Source: an optimization exercise on an open RTL-to-GDS flow (aim: small area and a short achievable clock period). Production flows keep margins and buffers that such runs may drop. Only simulation tests tie the RTL to the original design; equivalence was not proved. Power is estimated from default activity; no workload was simulated.

--- design/flow/constraint.sdc ---
create_clock -name core_clock -period 16.0 [get_ports {clk}]
set_input_delay 3.2000 -clock core_clock [delete_from_list [all_inputs] [get_ports {clk}]]
set_output_delay 3.2000 -clock core_clock [all_outputs]
set_load 0.01 [all_outputs]
--- design/flow/design.v ---
module mips_single( clk, rst, imem_addr, imem_rdata, dmem_addr, dmem_wdata, dmem_we, dmem_re, dmem_rdata );
	input clk, rst;
	output [31:0] imem_addr;
	input  [31:0] imem_rdata;
	output [31:0] dmem_addr, dmem_wdata;
	output dmem_we, dmem_re;
	input  [31:0] dmem_rdata;
	reg [31:2] pc;                  
	reg [31:2] pc4_d;               
	reg [31:0] ins_d;               
	reg [3:0]  s1h_d, s2h_d;        
	reg [7:0]  s1l_d, s2l_d;        
	reg        v_d;                 
	reg [31:0] a_e, b_e;            
	reg [15:0] imm_e;               
	reg [4:0]  wn_e;                
	reg        we_e, mr_e, mw_e;    
	reg        madd_e;              
	reg        isimm_e, inv_e;      
	reg [2:0]  rsel_e;              
	reg [31:0] alu_m, sd_m;         
	reg [4:0]  wn_m;
	reg        we_m, mr_m, mw_m;
	reg        ld_m;                
	reg        dwe;                 
	reg [31:0] wd_w;                
	reg [4:0]  wn_w;
	reg        we_w;
	reg [63:0] hilo;                
	reg        hz;                  
	reg [4:0]  cnt;                 
	reg [5:0]  stl;                 
	reg        fin;                 
	reg        ya;                  
	reg        yh;                  
	reg        sb;                  
	reg        sl;                  
	reg [31:0] rf [31:1];
	wire [31:2] pc4f = pc + 30'd1;
	wire [5:0] op = ins_d[31:26];
	wire [4:0] rt = ins_d[20:16];
	wire [4:0] rd = ins_d[15:11];
	wire [5:0] fn = ins_d[5:0];
	wire [31:0] rd1, rd2;
	wire [31:1] sel1, sel2;
	genvar gi, gb;
	generate
		for (gi = 1; gi < 32; gi = gi + 1) begin : g_sel
			assign sel1[gi] = s1h_d[gi / 8] & s1l_d[gi % 8];
			assign sel2[gi] = s2h_d[gi / 8] & s2l_d[gi % 8];
		end
		for (gb = 0; gb < 32; gb = gb + 1) begin : g_rd
			wire [31:1] col;
			for (gi = 1; gi < 32; gi = gi + 1) begin : g_col
				assign col[gi] = rf[gi][gb];
			end
			rf_rdbit u1 (.d(col), .s(sel1), .y(rd1[gb]));
			rf_rdbit u2 (.d(col), .s(sel2), .y(rd2[gb]));
		end
	endgenerate
	wire rtyp   = (op == 6'd0) | (op == 6'd28);    
	wire i_addi = (op == 6'd9);
	wire i_lw   = (op == 6'd35);
	wire i_sw   = (op == 6'd43);
	wire i_beq  = (op == 6'd4);
	wire i_j    = (op == 6'd2);
	wire [4:0] wn_d = rtyp ? rd : rt;
	wire we_d  = v_d & (rtyp | i_addi | i_lw) & (wn_d != 5'd0);
	wire mul_d = v_d & rtyp & ~fn[5] & fn[0];
	wire mfhi_d = rtyp & ~fn[5] & fn[4] & ~fn[0] & ~fn[1];
	wire mflo_d = rtyp & ~fn[5] & fn[4] & ~fn[0] &  fn[1];
	reg [2:0] rsel_d;
	always @(*) begin
		if (!rtyp)        rsel_d = 3'd0;
		else if (fn[5]) begin
			if (fn[3])      rsel_d = 3'd1;
			else if (fn[2]) rsel_d = fn[0] ? 3'd3 : 3'd2;
			else            rsel_d = 3'd0;
		end
		else if (fn[4])   rsel_d = 3'd0;
		else              rsel_d = 3'd4;
	end
	wire inv_d = rtyp & fn[1] & fn[5];    
	wire taken = v_d & i_beq & (rd1 == rd2);
	wire jump  = v_d & i_j;
	wire [31:2] btgt = pc4_d + {{14{ins_d[15]}}, ins_d[15:0]};
	wire [31:2] jtgt = {2'b00, pc4f[31:28], ins_d[23:0]};
	wire [31:0] ain = (a_e & {32{ya}}) | (hilo[63:32] & {32{yh}});
	wire [31:0] bop = ({{16{imm_e[15]}}, imm_e} & {32{isimm_e}}) | (b_e & {32{sb}}) | (hilo[31:0] & {32{sl}});
	wire [32:0] sum;
	add32bk u_add( .a(ain), .b(bop ^ {32{inv_e}}), .ci(inv_e), .s(sum) );
	wire [31:0] srl = b_e >> imm_e[10:6];
	reg  [31:0] res;
	always @(*) begin
		case (rsel_e)
			3'd0: res = sum[31:0];
			3'd1: res = {31'd0, sum[31]};
			3'd2: res = a_e & b_e;
			3'd3: res = a_e | b_e;
			3'd4: res = srl;
			default: res = sum[31:0];
		endcase
	end
	wire last = &cnt;               
	wire stall = stl[0];
	wire hz_n = rst | (hz & ~fin);
	integer k;
	always @(posedge clk) begin
		for (k = 0; k < 6; k = k + 1)
			stl[k] <= ~rst & (stl[k] ? ~last : mul_d);
		fin <= ~rst & stall & last;
		ya  <= stall ? (~last & b_e[1]) : (mul_d ? rd2[0] : ~(mfhi_d | mflo_d));
		yh  <= stall ? (last & madd_e & ~hz) : (mfhi_d & ~hz_n);
		sb  <= ~stall & ~mul_d & ~mfhi_d & ~mflo_d & rtyp;
		sl  <= stall | (((mul_d & ~fn[4]) | mflo_d) & ~hz_n);
		hz  <= hz_n;
		dwe <= ~rst & (stall ? (mw_m & last) : (mw_e & ~mul_d));
		cnt <= (rst | ~stall) ? 5'd0 : cnt + 5'd1;
	end
	wire [31:2] pc_alt = rst ? 30'd0 : (stl[1] ? pc : (jump ? jtgt : pc4f));
	wire [31:2] pc_nx;
	mux30 u_pcmux( .s(v_d & i_beq & (rd1 == rd2) & ~stl[1] & ~rst), .a(pc_alt), .b(btgt), .y(pc_nx) );
	always @(posedge clk)
		pc <= pc_nx;
	always @(posedge clk) begin
		if (rst) begin
			v_d <= 1'b0;
			we_e <= 1'b0; mr_e <= 1'b0; mw_e <= 1'b0;
			we_m <= 1'b0; mr_m <= 1'b0; mw_m <= 1'b0; ld_m <= 1'b0;
			we_w <= 1'b0;
		end else if (!stl[2]) begin
			v_d <= 1'b1;
			we_e <= we_d; mr_e <= v_d & i_lw; mw_e <= v_d & i_sw;
			we_m <= we_e; mr_m <= mr_e; mw_m <= mw_e; ld_m <= mr_e & we_e;
			we_w <= we_m;
		end
	end
	always @(posedge clk) begin
		if (!stl[1]) begin
			pc4_d <= pc4f;
			ins_d <= imem_rdata;
		end
	end
	always @(posedge clk) begin
		if (rst) begin
			s1h_d <= 4'd0; s1l_d <= 8'd0; s2h_d <= 4'd0; s2l_d <= 8'd0;
		end else if (!stl[1]) begin
			s1h_d <= 4'b0001 << imem_rdata[25:24];
			s1l_d <= 8'b00000001 << imem_rdata[23:21];
			s2h_d <= 4'b0001 << imem_rdata[20:19];
			s2l_d <= 8'b00000001 << imem_rdata[18:16];
		end
	end
	always @(posedge clk) begin
		if (!stl[3]) begin
			a_e <= rd1;
			madd_e <= ~fn[4];
			isimm_e <= ~rtyp;
			inv_e <= inv_d;
			rsel_e <= rsel_d;
		end
	end
	always @(posedge clk) begin
		imm_e <= ins_d[15:0];
		wn_e <= wn_d;
	end
	always @(posedge clk) begin
		if (stl[3])
			b_e <= {sum[0], b_e[31:1]};
		else
			b_e <= rd2;
	end
	always @(posedge clk) begin
		if (!stl[4]) begin
			wn_m <= wn_e;
			wd_w <= ld_m ? dmem_rdata : alu_m;
			wn_w <= wn_m;
		end
	end
	always @(posedge clk) begin
		if (stl[5])
			hilo[31:0] <= sum[32:1];
		else if (fin)
			hilo <= {sum[31:0], b_e};
	end
	always @(posedge clk) begin
		if (rst) begin
			alu_m <= 32'd0;
			sd_m <= 32'd0;
		end else if (!stl[4]) begin
			alu_m <= res;
			sd_m <= b_e;
		end
	end
	always @(posedge clk) begin
		if (we_w & ~stl[5])
			rf[wn_w] <= wd_w;
	end
	assign imem_addr  = {pc, 2'b00};
	assign dmem_addr  = alu_m;
	assign dmem_wdata = sd_m;
	assign dmem_we    = dwe;
	assign dmem_re    = mr_m;
endmodule
module rf_rdbit( d, s, y );
	input  [31:1] d, s;
	output y;
	wire [10:0] n;
	genvar k;
	generate
		for (k = 0; k < 10; k = k + 1) begin : g_aoi
			aoi222 u( .a0(d[3*k+1]), .s0(s[3*k+1]), .a1(d[3*k+2]), .s1(s[3*k+2]),
			          .a2(d[3*k+3]), .s2(s[3*k+3]), .y(n[k]) );
		end
	endgenerate
	assign n[10] = ~(d[31] & s[31]);
	assign y = ~&n;
endmodule
module aoi222( a0, s0, a1, s1, a2, s2, y );
	input  a0, s0, a1, s1, a2, s2;
	output y;
	assign y = ~((a0 & s0) | (a1 & s1) | (a2 & s2));
endmodule
module add32bk( a, b, ci, s );
	input  [31:0] a, b;
	input         ci;
	output [32:0] s;
	wire [31:0] p0 = a ^ b;
	wire [31:0] g0 = a & b;
	wire [31:0] g = {g0[31:1], g0[0] | (p0[0] & ci)};
	wire [31:0] p = p0;
	wire [31:0] g1, p1, g2, p2, g3, p3, g4, p4, g5, p5;
	genvar i;
	generate
		for (i = 0; i < 32; i = i + 1) begin : l1
			if (i % 2 == 1) begin : n
				assign g1[i] = g[i] | (p[i] & g[i-1]);
				assign p1[i] = p[i] & p[i-1];
			end else begin : c
				assign g1[i] = g[i]; assign p1[i] = p[i];
			end
		end
		for (i = 0; i < 32; i = i + 1) begin : l2
			if (i % 4 == 3) begin : n
				assign g2[i] = g1[i] | (p1[i] & g1[i-2]);
				assign p2[i] = p1[i] & p1[i-2];
			end else begin : c
				assign g2[i] = g1[i]; assign p2[i] = p1[i];
			end
		end
		for (i = 0; i < 32; i = i + 1) begin : l3
			if (i % 8 == 7) begin : n
				assign g3[i] = g2[i] | (p2[i] & g2[i-4]);
				assign p3[i] = p2[i] & p2[i-4];
			end else begin : c
				assign g3[i] = g2[i]; assign p3[i] = p2[i];
			end
		end
		for (i = 0; i < 32; i = i + 1) begin : l4
			if (i % 16 == 15) begin : n
				assign g4[i] = g3[i] | (p3[i] & g3[i-8]);
				assign p4[i] = p3[i] & p3[i-8];
			end else begin : c
				assign g4[i] = g3[i]; assign p4[i] = p3[i];
			end
		end
		for (i = 0; i < 32; i = i + 1) begin : l5
			if (i == 31) begin : n
				assign g5[i] = g4[i] | (p4[i] & g4[i-16]);
				assign p5[i] = p4[i] & p4[i-16];
			end else begin : c
				assign g5[i] = g4[i]; assign p5[i] = p4[i];
			end
		end
	endgenerate
	wire [31:0] c;
	assign c[31] = g5[31]; assign c[15] = g5[15]; assign c[7] = g5[7]; assign c[3] = g5[3];
	assign c[1] = g5[1]; assign c[0] = g5[0];
	assign c[23] = g5[23] | (p5[23] & c[15]);
	assign c[11] = g5[11] | (p5[11] & c[7]);
	assign c[19] = g5[19] | (p5[19] & c[15]);
	assign c[27] = g5[27] | (p5[27] & c[23]);
	generate
		for (i = 5; i < 32; i = i + 4) begin : d2
			assign c[i] = g5[i] | (p5[i] & c[i-2]);
		end
		for (i = 2; i < 32; i = i + 2) begin : d1
			assign c[i] = g[i] | (p[i] & c[i-1]);
		end
	endgenerate
	assign s[0] = p0[0] ^ ci;
	generate
		for (i = 1; i < 32; i = i + 1) begin : sm
			assign s[i] = p0[i] ^ c[i-1];
		end
	endgenerate
	assign s[32] = c[31];
endmodule
module mux30( s, a, b, y );
	input         s;
	input  [29:0] a, b;
	output [29:0] y;
	assign y = s ? b : a;
endmodule
--- design/flow/flow/run.sh ---
#!/bin/bash
# Own flow: the standard layout (standard synthesis unchanged, same constraints), with
#  - the timing repair steps asked to reach a setup margin, so that they size and buffer the
#    critical paths instead of stopping at the clock period;
#  - every input and output port still buffered, with buf_2 rather than the default delay cell.
# Each tool's log stays under orfs/logs here; make's own output goes to run_make.log.
set -euo pipefail
bash standard.sh SETUP_SLACK_MARGIN=11.5 "BUFFER_PORTS_ARGS=-buffer_cell sky130_fd_sc_hd__buf_2" finish > run_make.log 2>&1
--- design/flow/config.mk ---
export PLATFORM = sky130hd
export DESIGN_NAME = mips_single
export DESIGN_NICKNAME = mips_single
export VERILOG_FILES = /design/flow/design.v
export SDC_FILE = /design/flow/constraint.sdc
export NUM_CORES = 4
export LEC_CHECK = 0
export CAP_MARGIN = 20
export CORE_MARGIN = 2
export CORE_UTILIZATION = 60
export CTS_CLUSTER_DIAMETER = 100
export CTS_CLUSTER_SIZE = 24
export SLEW_MARGIN = 20
export SYNTH_HIERARCHICAL = 1
--- design/flow/standard.sh ---
#!/bin/bash
# synth_recipe.tcl (not shown) runs the flow's synth.tcl, then flattens the netlist and writes it again
# the make line also repeats each setting of config.mk as NAME=value (left out here)
make -C /OpenROAD-flow-scripts/flow DESIGN_CONFIG=/design/flow/config.mk WORK_HOME=/design/flow/orfs CLKGATE_MAP_FILE= SYNTH_SCRIPT=/design/flow/synth_recipe.tcl "${@:-finish}"
==> results_dict.tcl, run 1 <==
set metrics [dict create \
    ff2ff_path_depth 13 \
    grt_usage_pct 39.1 \
    status "complete, no violations" \
    h-tree-depth 3 \
    die_w_um 321 \
    regToRegEndpoint "pc[19]$_DFF_P_" \
    ys_warn_count 7 \
    fin_nets 4339 \
    ys_ff_latch 1394 \
    clkLatencyLatePin_ns 0.70 \
    hold_depth 0 \
    cts_root_buffer "clkbuf_16" \
    async_flop_share_pct 0 \
    vias 43942 \
    design_area_mm2 0.0658 \
    ios 164 \
    synthTopCellsByArea "edfxtp_1 60%, a222oi_1 11%, dfxtp_1 6.6%" \
    grt_max_degree 97 \
    dr.first_iter.drc_count 10374 \
    grt_pass1_vias 42835 \
    dp_slack_ns 10.49 \
    final.setup.tns_ns 0 \
    clk_pin_slew_ns 0.10 \
    p_leak_nw 22.8 \
    crit_path_start_kind "flip-flop" \
    die_h_um 321 \
    place_congestion 0.976 \
    syn_area_per_cell_um2 15.3 \
    drt-total-wl_um 206000 \
    layout.cells.most_common "edfxtp_1" \
    worst_setup_path_end_kind "flip-flop" \
    drc_errors 0 \
    dp_hpwl_um 129000 \
    vdd_drop_max_mv 0.108 \
    netlist.area_leader.share_pct 59.6 \
    slew_viol_final 0 \
    worst_pin_slew_ns 1.16 \
    rows 116 \
    ant_nets 0 \
    arrival_ns 5.13 \
    finalCritPeriodShare_pct 28.5 \
    period_needed_ns 4.56 \
    vias_per_cell 7.94 \
    antenna_found_initial 7 \
    power_density_mw_per_mm2 103 \
    cts_hold_buf 0 \
    coreArea_mm2 0.0999 \
    wl_per_cell_um 37.3 \
    top_layer "met5" \
    fin_skew_ns 0.0354 \
    routed-wl-met2_um 94400 \
    crit_start "s2h_d[1]$_SDFFE_PP0N_" \
    wl_met1_um 71000 \
    path_max_fanout 32 \
    yosysUniqueCellTypes 94 \
    final-instance-count-excl-fill 5531 \
    hold_viol 0 \
    fmax_ghz 0.220 \
    layout-drive-gt1-share_pct 16.3 \
    placedCellCount 5400 \
    cts_buffer_depth 3 \
    final_cell_mix "1,196 x edfxtp_1, 655 x a222oi_1, 181 x nand2_1" \
    area_delta_synth_final_pct 9.26 \
    grt_pass1_wl_um 293000 \
    synth_top_area_cell "edfxtp_1" \
    numCtsBuffers 68 \
    syn_area_mm2 0.0602 \
    cts_tree "done" \
    crit_type "flip-flop to flip-flop" \
    die-area_mm2 0.103 \
    portBuffers 161 \
    setup.worst_path.end "pc[19]$_DFF_P_" \
    firstDrtPassIters 14 \
    synth_edf_count 1196 \
    hold_class "flip-flop to flip-flop" \
    yosysSeqAreaShare_pct 66.2 \
    netlist_instances 3943 \
    globalRouteOverflowTotal 0 \
    cts_sinks 1394 \
    max_slew_margin_pct 22.6 \
    setup_viol 0 \
    worst_slack_ns 11.44 \
    rsz0062_at_grt "no" \
    placed_area_mm2 0.0633 \
    maxCapViolCount 0 \
    crit_required_ns 16.57 \
    reg2reg_from "s2h_d[1]$_SDFFE_PP0N_" \
    initial_core_util_pct 60.3 \
    rrSetupSlack_ns 11.44 \
    synth_ff_type "edfxtp_1" \
    diodes 0 \
    dr_wl_met3_um 29600 \
]
## cell type report
type / instances / area (um^2)
clock inverters: 9 / 124
well taps: 1298 / 1620
multi-input cells: 2382 / 20000
flip-flops and latches: 1394 / 40000
inverters: 45 / 170
clock buffers: 101 / 1860
fillers: 7104 / 34100
repair buffers: 302 / 2050
## state kept, by name, indices dropped and copies added (netlist names), 6 cells and up
name   count
a_e       32
imm_e     16
rf       992
pc4_d     30
wd_w      32
hilo      64
alu_m     32
sd_m      32
b_e       32
stl        6
pc        30
ins_d     30
s2l_d      8
s1l_d      8
## what timing repair did
item	CTS	global route
gates cloned	1	1
pin swaps	4	8
gates resized for setup	56	16
endpoints found under the setup margin	81	39
setup buffers	6	2
## cell usage after synthesis (all sizes together), types with 44 or more instances
master / n
xnor2: 82
a222oi: 655
edfxtp: 1196
mux2i: 71
o21ai: 83
clkbuf: 89
nand3: 49
a21oi: 105
nand4: 145
a221oi: 45
mux2: 150
and2: 74
dfxtp: 198
a2111o: 64
ha: 62
nor2: 188
nand2: 181
xor2: 53
inv: 44
## power breakdown
part	internal (W)	switching [W]
clock network	0.000826	0.00116
registers	0.00411	0.000188
logic	0.000197	0.000314
total	0.00513	0.00166
## logic make-up after synthesis
group	synth area share, %
compound gates	16.7
xor+xnor	1.96
fa+ha+maj	2.40
buf+inv	1.17
flops	66.2
mux	5.07
other cells	0.00623
simple gates	6.43
## per-stage QoR
step / hold slack, ns / total power [W] / utilization [%]
2_1_floorplan: 0.365 / 0.00456 / -
3_3_place_gp: 0.393 / 0.00482 / 63.4
3_5_place_dp: 0.389 / 0.00484 / 63.4
4_1_cts: 0.412 / 0.00676 / 65.6
5_1_grt: 0.425 / 0.00696 / 65.9
6_report: 0.406 / 0.00680 / 65.9
## critical path: stages (launching register included)
cell       delay (ns)
dfxtp_1          0.40
and2_1           0.20
buf_4            0.30
a222oi_1         0.52
nand4_1          0.48
a2111o_1         0.51
xor2_1           0.25
nor3_1           0.51
nand4_1          0.24
nor4_4           0.19
buf_6            0.15
buf_4            0.16
clkbuf_16        0.18
mux2_4           0.30
## Yosys stat by module, one instance, submodules excluded
module	area, um^2	times used	cells	flops+latches
mux30	484	1	33	0
mips_single	50100	1	2846	1394
aoi222	10.0	640	1	0
add32bk	1440	1	168	0
rf_rdbit	27.5	64	4	0
## how the worst min path moves through the flow
stage / from / to / slack (ns)
floorplan: ins_d[9]$_DFFE_PN_ / imm_e[9]$_DFF_P_ / 0.37
global route: wn_e[1]$_DFF_P_ / wn_m[1]$_DFFE_PN_ / 0.43
CTS: wn_e[1]$_DFF_P_ / wn_m[1]$_DFFE_PN_ / 0.41
global placement: wn_e[4]$_DFF_P_ / wn_m[4]$_DFFE_PN_ / 0.39
finish: wn_e[1]$_DFF_P_ / wn_m[1]$_DFFE_PN_ / 0.41
detailed placement: wn_e[0]$_DFF_P_ / wn_m[0]$_DFFE_PN_ / 0.39
## routing by layer
layer,GRT usage (%),vias up
met1,50.8,21655
met3,11.2,717
met5,0,-
li1,-,17836
met2,60.7,3728
met4,19.4,6
==> run 2: changes to the inputs <==
--- a/design/flow/design.v
+++ b/design/flow/design.v
@@ -9,6 +9,5 @@
 	reg [31:2] pc4_d;               
 	reg [31:0] ins_d;               
-	reg [3:0]  s1h_d, s2h_d;        
-	reg [7:0]  s1l_d, s2l_d;        
+	reg [31:1] sel1, sel2;          
 	reg        v_d;                 
 	reg [31:0] a_e, b_e;            
@@ -37,4 +36,12 @@
 	reg        sl;                  
 	reg [31:0] rf [31:1];
+	function [31:1] dec31;
+		input [4:0] r;
+		integer q;
+		begin
+			for (q = 1; q < 32; q = q + 1)
+				dec31[q] = (r == q);
+		end
+	endfunction
 	wire [31:2] pc4f = pc + 30'd1;
 	wire [5:0] op = ins_d[31:26];
@@ -43,10 +50,7 @@
 	wire [5:0] fn = ins_d[5:0];
 	wire [31:0] rd1, rd2;
-	wire [31:1] sel1, sel2;
 	genvar gi, gb;
 	generate
 		for (gi = 1; gi < 32; gi = gi + 1) begin : g_sel
-			assign sel1[gi] = s1h_d[gi / 8] & s1l_d[gi % 8];
-			assign sel2[gi] = s2h_d[gi / 8] & s2l_d[gi % 8];
 		end
 		for (gb = 0; gb < 32; gb = gb + 1) begin : g_rd
@@ -118,9 +122,13 @@
 		cnt <= (rst | ~stall) ? 5'd0 : cnt + 5'd1;
 	end
-	wire [31:2] pc_alt = rst ? 30'd0 : (stl[1] ? pc : (jump ? jtgt : pc4f));
-	wire [31:2] pc_nx;
-	mux30 u_pcmux( .s(v_d & i_beq & (rd1 == rd2) & ~stl[1] & ~rst), .a(pc_alt), .b(btgt), .y(pc_nx) );
-	always @(posedge clk)
-		pc <= pc_nx;
+	always @(posedge clk) begin
+		if (rst) begin
+			pc <= 30'd0;
+		end else if (v_d & i_beq & (rd1 == rd2) & ~stl[1]) begin
+			pc <= btgt;
+		end else if (!stl[1]) begin
+			pc <= jump ? jtgt : pc4f;
+		end
+	end
 	always @(posedge clk) begin
 		if (rst) begin
@@ -144,10 +152,8 @@
 	always @(posedge clk) begin
 		if (rst) begin
-			s1h_d <= 4'd0; s1l_d <= 8'd0; s2h_d <= 4'd0; s2l_d <= 8'd0;
+			sel1 <= 31'd0; sel2 <= 31'd0;
 		end else if (!stl[1]) begin
-			s1h_d <= 4'b0001 << imem_rdata[25:24];
-			s1l_d <= 8'b00000001 << imem_rdata[23:21];
-			s2h_d <= 4'b0001 << imem_rdata[20:19];
-			s2l_d <= 8'b00000001 << imem_rdata[18:16];
+			sel1 <= dec31(imem_rdata[25:21]);
+			sel2 <= dec31(imem_rdata[20:16]);
 		end
 	end
@@ -297,8 +303,2 @@
 	assign s[32] = c[31];
 endmodule
-module mux30( s, a, b, y );
-	input         s;
-	input  [29:0] a, b;
-	output [29:0] y;
-	assign y = s ? b : a;
-endmodule
--- a/design/flow/config.mk
+++ b/design/flow/config.mk
@@ -6,9 +6,10 @@
 export NUM_CORES = 4
 export LEC_CHECK = 0
-export CAP_MARGIN = 20
+export CAP_MARGIN = 10
 export CORE_MARGIN = 2
-export CORE_UTILIZATION = 60
+export CORE_UTILIZATION = 50
 export CTS_CLUSTER_DIAMETER = 100
 export CTS_CLUSTER_SIZE = 24
-export SLEW_MARGIN = 20
+export PLACE_DENSITY = 0.7
+export SLEW_MARGIN = 10
 export SYNTH_HIERARCHICAL = 1
==> run 2 against run 1 <==
Combinational power rose by 26%. Critical path depth rose by 3. Area after synthesis rose by 0.42%. Critical endpoint is now pc[28]$_SDFFE_PP0P_.
==> results_dict.tcl, run 2 <==
set metrics [dict create \
    ys_ff_latch 1432 \
    h-tree-depth 3 \
    worstPathCellList "buf_4, buf_4, a222oi_1, nand4_1, a2111o_1, xor2_1, nor4_4, nand3_2, nor3_4, buf_12, buf_12, nor2_2, buf_6, a221o_1, o21ai_0, a21oi_1" \
    p_leak_nw 22.6 \
    cts_sinks 1432 \
    syn_area_per_cell_um2 15.1 \
    yosysMostFrequentCell "edfxtp_1" \
    p_clk_share_pct 28.3 \
    arrival_ns 5.05 \
    synth_edf_count 1196 \
    numCtsBuffers 70 \
    place_congestion 0.966 \
    ant_nets 0 \
    netlist.area_leader.share_pct 59.4 \
    area_delta_synth_final_pct 9.91 \
    largest_register_ffs 992 \
    max_slew_margin_pct 3.56 \
    p_int_w 0.00541 \
    cp_top_family "compound AO/OA/AOI/OAI gates" \
    power_frac_seq_pct 62.8 \
    largestRegisters "rf: 992 flops, hilo: 64 flops" \
    cp_slowest_cell "a2111o_1" \
    swShare_pct 25.6 \
    fmax_ghz 0.222 \
    synth_ff_type "edfxtp_1" \
    wl_per_cell_um 34.0 \
    drt-total-wl_um 201000 \
    worst_pin_slew_ns 1.44 \
    path_max_fanout 25 \
    crit_path_start_kind "flip-flop" \
    max_stage_delay_ns 0.65 \
    crit_required_ns 16.53 \
    dr.first_iter.drc_count 11424 \
    diodes 0 \
    die-area_mm2 0.124 \
    initial_core_util_pct 50.4 \
    grt_usage_pct 31.6 \
    ios 164 \
    fin_util_pct 55.4 \
    vias 44100 \
    ys_warn_count 7 \
    maxCapViolCount 0 \
    hold_viol 0 \
    slew_viol_final 0 \
    fin_nets 4392 \
    finalCritPeriodShare_pct 28.2 \
    async_flop_share_pct 0 \
    clk_pin_slew_ns 0.10 \
    grt_pass1_vias 41587 \
    yosysUniqueCellTypes 84 \
    drc_errors 0 \
    final.setup.tns_ns 0 \
    status "complete, no violations" \
    die_h_um 352 \
    combPwrFrac_pct 8.9 \
    cts_tree "done" \
    yosys-top-cells-count "1,196 x edfxtp_1, 655 x a222oi_1, 236 x dfxtp_1, 221 x nor2_1, 203 x nand2_1" \
    layout-drive-gt1-share_pct 14.3 \
    synth_top_area_cell "edfxtp_1" \
    coreArea_mm2 0.120 \
    vias_per_cell 7.46 \
    clkLatencyLatePin_ns 0.70 \
    hold_class "flip-flop to flip-flop" \
    critPathBufInv 5 \
    rsz0062_at_grt "yes" \
    cts_root_buffer "clkbuf_16" \
    die_w_um 352 \
    cts_hold_buf 0 \
    syn_area_mm2 0.0605 \
    power_density_mw_per_mm2 109 \
    antenna_found_initial 9 \
    grt_pass1_wl_um 287000 \
    globalRouteOverflowTotal 0 \
    worst_setup_path_end_kind "flip-flop" \
    dp_hpwl_um 129000 \
    portBuffers 161 \
    synthTopCellsByArea "edfxtp_1 59%, a222oi_1 11%, dfxtp_1 7.8%" \
    setup_viol 0 \
    fin_skew_ns 0.0413 \
    yosysSeqAreaShare_pct 67.2 \
    netlist_instances 4002 \
    layout.cells.most_common "edfxtp_1" \
    period_needed_ns 4.51 \
    firstDrtPassIters 15 \
    final_cell_mix "1,196 x edfxtp_1, 655 x a222oi_1, 204 x dfxtp_1" \
    crit_type "flip-flop to flip-flop" \
    regMostFlops "rf" \
    vdd_drop_max_mv 0.104 \
    grt_max_degree 89 \
    rows 127 \
    cts_buffer_depth 3 \
    power.switching_w 0.00186 \
]
==> run 2: cell count changes in the layout (fill, tap and decap cells not counted), sizes merged, moves of 16 or more <==
cell	delta
mux2	-63
and2	-60
a221oi	+59
a22oi	+54
inv	+41
dfxtp	+38
nor2	+34
nand2	+22
a21oi	-17
mux2i	-16
==> run 2: logic make-up (layout without fill, tap and decap cells) <==
logic type | after synthesis | in the layout | share of synthesized area, %
buffers and inverters | 222 | 516 | 1.43
XOR/XNOR | 135 | 135 | 1.97
adder cells (fa/ha/maj) | 107 | 107 | 2.33
AND/OR/NAND/NOR | 747 | 747 | 5.99
AO/OA/AOI/OAI | 1192 | 1192 | 17.6
flip-flops | 1432 | 1432 | 67.2
other | 1 | 2 | 0.00620
multiplexers | 166 | 166 | 3.42
==> run 2: cell type report <==
cell class / instances / area, um^2
fill: 9473 / 53500
sequential: 1432 / 40700
multi-input combinational: 2349 / 19400
tap: 1612 / 2020
timing repair buffer: 307 / 2000
clock buffer: 115 / 1980
inverter: 86 / 323
clock inverter: 8 / 83.8
==> run 2: final timing paths <==
check | depth (start not counted) | endpoint | from | slack, ns
worst max register to register | 16 | pc[28]$_SDFFE_PP0P_ | sel2[16]$_SDFFE_PP0N_ | 11.49
worst max-delay path | 16 | pc[28]$_SDFFE_PP0P_ | sel2[16]$_SDFFE_PP0N_ | 11.49
worst min-delay path | 0 | wn_m[0]$_DFFE_PN_ | wn_e[0]$_DFF_P_ | 0.43
worst min register to register | 0 | wn_m[0]$_DFFE_PN_ | wn_e[0]$_DFF_P_ | 0.43
==> run 2: per-layer routing <==
layer,part of all wire (%),vias to the layer above,global-route usage (%),wire length (um)
met5,0.025,-,0,51
li1,-,18050,-,-
met3,14,617,7.90,28800
met1,36,21616,42.8,72300
met2,45,3809,49.4,91200
met4,4.4,8,11.9,8850
==> run 2: timing repair <==
item,in CTS,in global routing
cloned,1,0
endpoints found under the hold margin,0,0
pin swaps,6,12
setup endpoints to repair,60,45
setup buffers,5,2
gates resized for setup,30,28
==> run 2: stage by stage <==
step           std cells  hold WS, ns  total power (W)  instance area (um^2)  setup slack [ns]
5_1_grt             5909        0.430          0.00744                 66500             11.38
3_5_place_dp        5776        0.404          0.00523                 64100             10.79
3_3_place_gp        5776        0.398          0.00522                 64100             10.84
2_1_floorplan       4003        0.374          0.00487                 60500             12.06
4_1_cts             5905        0.426          0.00722                 66300             11.48
6_report            5909        0.425          0.00726                 66500             11.49
==> run 2: power by group through the flow <==
stage | registers, W | clock network (W) | logic, W
floorplan | 0.00451 | 0 | 0.000363
global placement | 0.00462 | 0 | 0.000593
detailed placement | 0.00463 | 0 | 0.000600
CTS | 0.00455 | 0.00206 | 0.000608
global route | 0.00457 | 0.00219 | 0.000684
finish | 0.00456 | 0.00206 | 0.000647
==> run 2: worst reg2reg max path, cell delays in order, from the launching register on <==
cell      delay (ns)
dfxtp_1         0.31
buf_4           0.22
buf_4           0.27
a222oi_1        0.40
nand4_1         0.45
a2111o_1        0.66
xor2_1          0.22
nor4_4          0.35
nand3_2         0.16
nor3_4          0.23
buf_12          0.15
buf_12          0.17
nor2_2          0.09
buf_6           0.20
a221o_1         0.33
o21ai_0         0.07
a21oi_1         0.08
==> run 2: per-module statistics from Yosys (local to each module, per instance) <==
| module | times used | cells inside |
|---|---|---|
| rf_rdbit | 64 | 4 |
| mips_single | 1 | 2951 |
| aoi222 | 640 | 1 |
| add32bk | 1 | 155 |
==> run 3: changes to the inputs <==
--- a/design/flow/flow/run.sh
+++ b/design/flow/flow/run.sh
@@ -6,3 +6,3 @@
 # Each tool's log stays under orfs/logs here; make's own output goes to run_make.log.
 set -euo pipefail
-bash standard.sh SETUP_SLACK_MARGIN=11.5 "BUFFER_PORTS_ARGS=-buffer_cell sky130_fd_sc_hd__buf_2" finish > run_make.log 2>&1
+bash standard.sh SETUP_SLACK_MARGIN=11.7 "BUFFER_PORTS_ARGS=-buffer_cell sky130_fd_sc_hd__buf_2" finish > run_make.log 2>&1
==> run 3 against run 2 <==
Area after synthesis is the same. Utilization rose by 1.3 points. Die area stayed put. Worst hold slack got worse by 0.0065 ns. Register-to-register slack better by 0.10 ns. Maximum frequency up 1.9%.
==> results_dict.tcl, run 3 <==
set metrics [dict create \
    hold_viol 0 \
    fin_nets 4459 \
    area_delta_synth_final_pct 12.6 \
    synth_ff_type "edfxtp_1" \
    yosysSeqAreaShare_pct 67.2 \
    p_leak_nw 23.1 \
    wl_per_cell_um 34.2 \
    crit_required_ns 12.80 \
    crit_path_start_kind "flip-flop" \
    synth_edf_count 1196 \
    arrival_ns 1.23 \
    maxCapViolCount 0 \
    cts_hold_buf 0 \
    cts_root_buffer "clkbuf_16" \
    p_total_w 0.00734 \
    layout.cells.most_common "edfxtp_1" \
    clk_pin_slew_ns 0.09 \
    syn_area_per_cell_um2 15.1 \
    grt_pass1_vias 42091 \
    finalCritPeriodShare_pct 27.7 \
    vias 44608 \
    place_congestion 0.966 \
    period_needed_ns 4.43 \
    firstDrtPassIters 15 \
    vias_per_cell 7.46 \
    max_slew_margin_pct 6.54 \
    fin_skew_ns 0.0383 \
    die_w_um 352 \
    max_stage_delay_ns 0.42 \
    numCtsBuffers 70 \
    diodes 0 \
    vdd_drop_max_mv 0.105 \
    whs_ns 0.419 \
    yosys-top-cells-count "1,196 x edfxtp_1, 655 x a222oi_1, 236 x dfxtp_1, 221 x nor2_1, 203 x nand2_1" \
    setup_viol 0 \
    synth_top_area_cell "edfxtp_1" \
    grt_pass1_wl_um 290000 \
    final_cell_mix "1,196 x edfxtp_1, 655 x a222oi_1, 202 x nand2_1" \
    drt-total-wl_um 204000 \
    globalRouteOverflowTotal 0 \
    hold_class "flip-flop to flip-flop" \
    fmax_ghz 0.226 \
    rsz0062_at_grt "yes" \
    ios 164 \
    coreArea_mm2 0.120 \
    netlist.area_leader.share_pct 59.4 \
    largestRegisters "rf: 992 flops, hilo: 64 flops" \
    synthTopCellsByArea "edfxtp_1 59%, a222oi_1 11%, dfxtp_1 7.8%" \
    worst_setup_path_end_kind "primary output" \
    power_density_mw_per_mm2 108 \
    layout-drive-gt1-share_pct 17.9 \
    regMostFlops "rf" \
    ys_warn_count 7 \
    die-area_mm2 0.124 \
    worst_pin_slew_ns 1.40 \
    status "complete, no violations" \
    drc_errors 0 \
    placedCellCount 5776 \
    grt_usage_pct 32.0 \
    yosysUniqueCellTypes 84 \
    critPathBufInv 1 \
    cts_sinks 1432 \
    dp_hpwl_um 129000 \
    cp_top_family "flip-flops" \
    largest_register_ffs 992 \
    async_flop_share_pct 0 \
    ant_nets 0 \
    dr.first_iter.drc_count 11464 \
    h-tree-depth 3 \
    portBuffers 161 \
    ys_ff_latch 1432 \
    slew_viol_final 0 \
    final-instance-count-excl-fill 5976 \
    rows 127 \
    initial_core_util_pct 50.4 \
    worstPathCellList "buf_6" \
    final.setup.tns_ns 0 \
    cp_slowest_cell "dfxtp_4" \
    die_h_um 352 \
    clkLatencyLatePin_ns 0.70 \
    crit_type "flip-flop to primary output" \
    cts_tree "done" \
    grt_max_degree 89 \
    path_max_fanout 2 \
    netlist_instances 4002 \
    syn_area_mm2 0.0605 \
    cts_buffer_depth 3 \
    fillers 9272 \
    yosysMostFrequentCell "edfxtp_1" \
    antenna_found_initial 11 \
]
## run 3: cell counts after synthesis
No cell type changed its count.
## run 3: layout make-up
type | count | area, um^2 | area share (%)
clock buffers | 115 | 1980 | 2.92
inverters | 86 | 323 | 0.474
repair buffers | 374 | 3270 | 4.80
well taps | 1612 | 2020 | 2.96
multi-input cells | 2349 | 19500 | 28.7
flip-flops and latches | 1432 | 40800 | 60.0
clock inverters | 8 | 83.8 | 0.123
## run 3: repair_timing
| action | in CTS | in global routing |
|---|---|---|
| pin swaps | 9 | 35 |
| endpoints found under the setup margin | 164 | 147 |
| buffers inserted | 53 | 20 |
| gates cloned | 1 | 1 |
| resized for setup | 253 | 83 |
## run 3: metrics by stage
step | cell area [um^2] | util (%) | worst slack, ns
after detailed placement | 64100 | 53.4 | 10.79
final | 68100 | 56.7 | 11.57
after CTS | 67500 | 56.3 | 11.54
after floorplan | 60500 | - | 12.06
after global routing | 68100 | 56.7 | 11.54
after global placement | 64100 | 53.4 | 10.84
## run 3: final timing paths
path / startpoint / end / slack (ns) / depth (start not counted)
worst max register to register: sel1[16]$_SDFFE_PP0N_ / pc[28]$_SDFFE_PP0P_ / 11.59 / 15
worst min-delay path: wn_e[0]$_DFF_P_ / wn_m[0]$_DFFE_PN_ / 0.42 / 0
worst min register to register: wn_e[0]$_DFF_P_ / wn_m[0]$_DFFE_PN_ / 0.42 / 0
worst max-delay path: alu_m[8]$_SDFFE_PP0N_ / dmem_addr[8] / 11.57 / 1
## run 3: power breakdown
group | switching, W | total, W | leakage (nW) | internal [W]
clock | 0.00119 | 0.00206 | 0.991 | 0.000869
sequential | 0.000280 | 0.00457 | 13.2 | 0.00429
combinational | 0.000413 | 0.000717 | 8.92 | 0.000303
## run 3: modules after synthesis, one instance, submodules excluded
module / copies in the design / cells inside / area, um^2 / flops+latches
add32bk: 1 / 155 / 1410 / 0
aoi222: 640 / 1 / 10.0 / 0
mips_single: 1 / 2951 / 50900 / 1432
rf_rdbit: 64 / 4 / 27.5 / 0
## run 3: metal layers
metal | vias up | track usage [%] | routed length, um
met3 | 687 | 8.29 | 28800
met4 | 12 | 12.7 | 10100
met2 | 3797 | 50.0 | 92300
met5 | - | 0 | 79
li1 | 18191 | - | -
met1 | 21921 | 42.8 | 73000
## run 3: cells by family (layout without fill, tap and decap cells)
family | count (synthesis) | in the layout | share of synthesized area [%]
buffers and inverters | 222 | 583 | 1.43
flip-flops | 1432 | 1432 | 67.2
XOR/XNOR | 135 | 135 | 1.97
other | 1 | 2 | 0.00620
adder cells (fa/ha/maj) | 107 | 107 | 2.33
AO/OA/AOI/OAI | 1192 | 1192 | 17.6
multiplexers | 166 | 166 | 3.42
AND/OR/NAND/NOR | 747 | 747 | 5.99

==> what the ideal ports hide <==
How much do the figures lean on ideal ports? The routed layouts below were timed once more, with nothing changed but the port constraints.
Step 1 (the two cells are an assumption about what drives the block):
set clk [get_ports {clk}]
set_driving_cell -lib_cell sky130_fd_sc_hd__clkbuf_16 $clk
set_driving_cell -lib_cell sky130_fd_sc_hd__buf_2 [delete_from_list [all_inputs] $clk]
Step 2 moves the port delays by t, midway between the first and last clock arrival at a register: inputs arrive t later, outputs are due t later. That takes back most of the time a late clock gives input paths.
a / b / c = ideal / step 1 / step 2; a / b = the first two.
run	t, ns	setup WS [ns]	pins driven straight from the clock port
run 1	0.758	11.444 / 11.444 / 10.870	1
run 2	0.755	11.486 / 11.427 / 11.023	1
run 3	0.755	11.570 / 11.496 / 11.087	1
After both steps setup and hold are still met in every run listed. The setup slack of run 1, which loses most, moves by 0.000 ns with the drivers and by -0.574 ns with both steps.
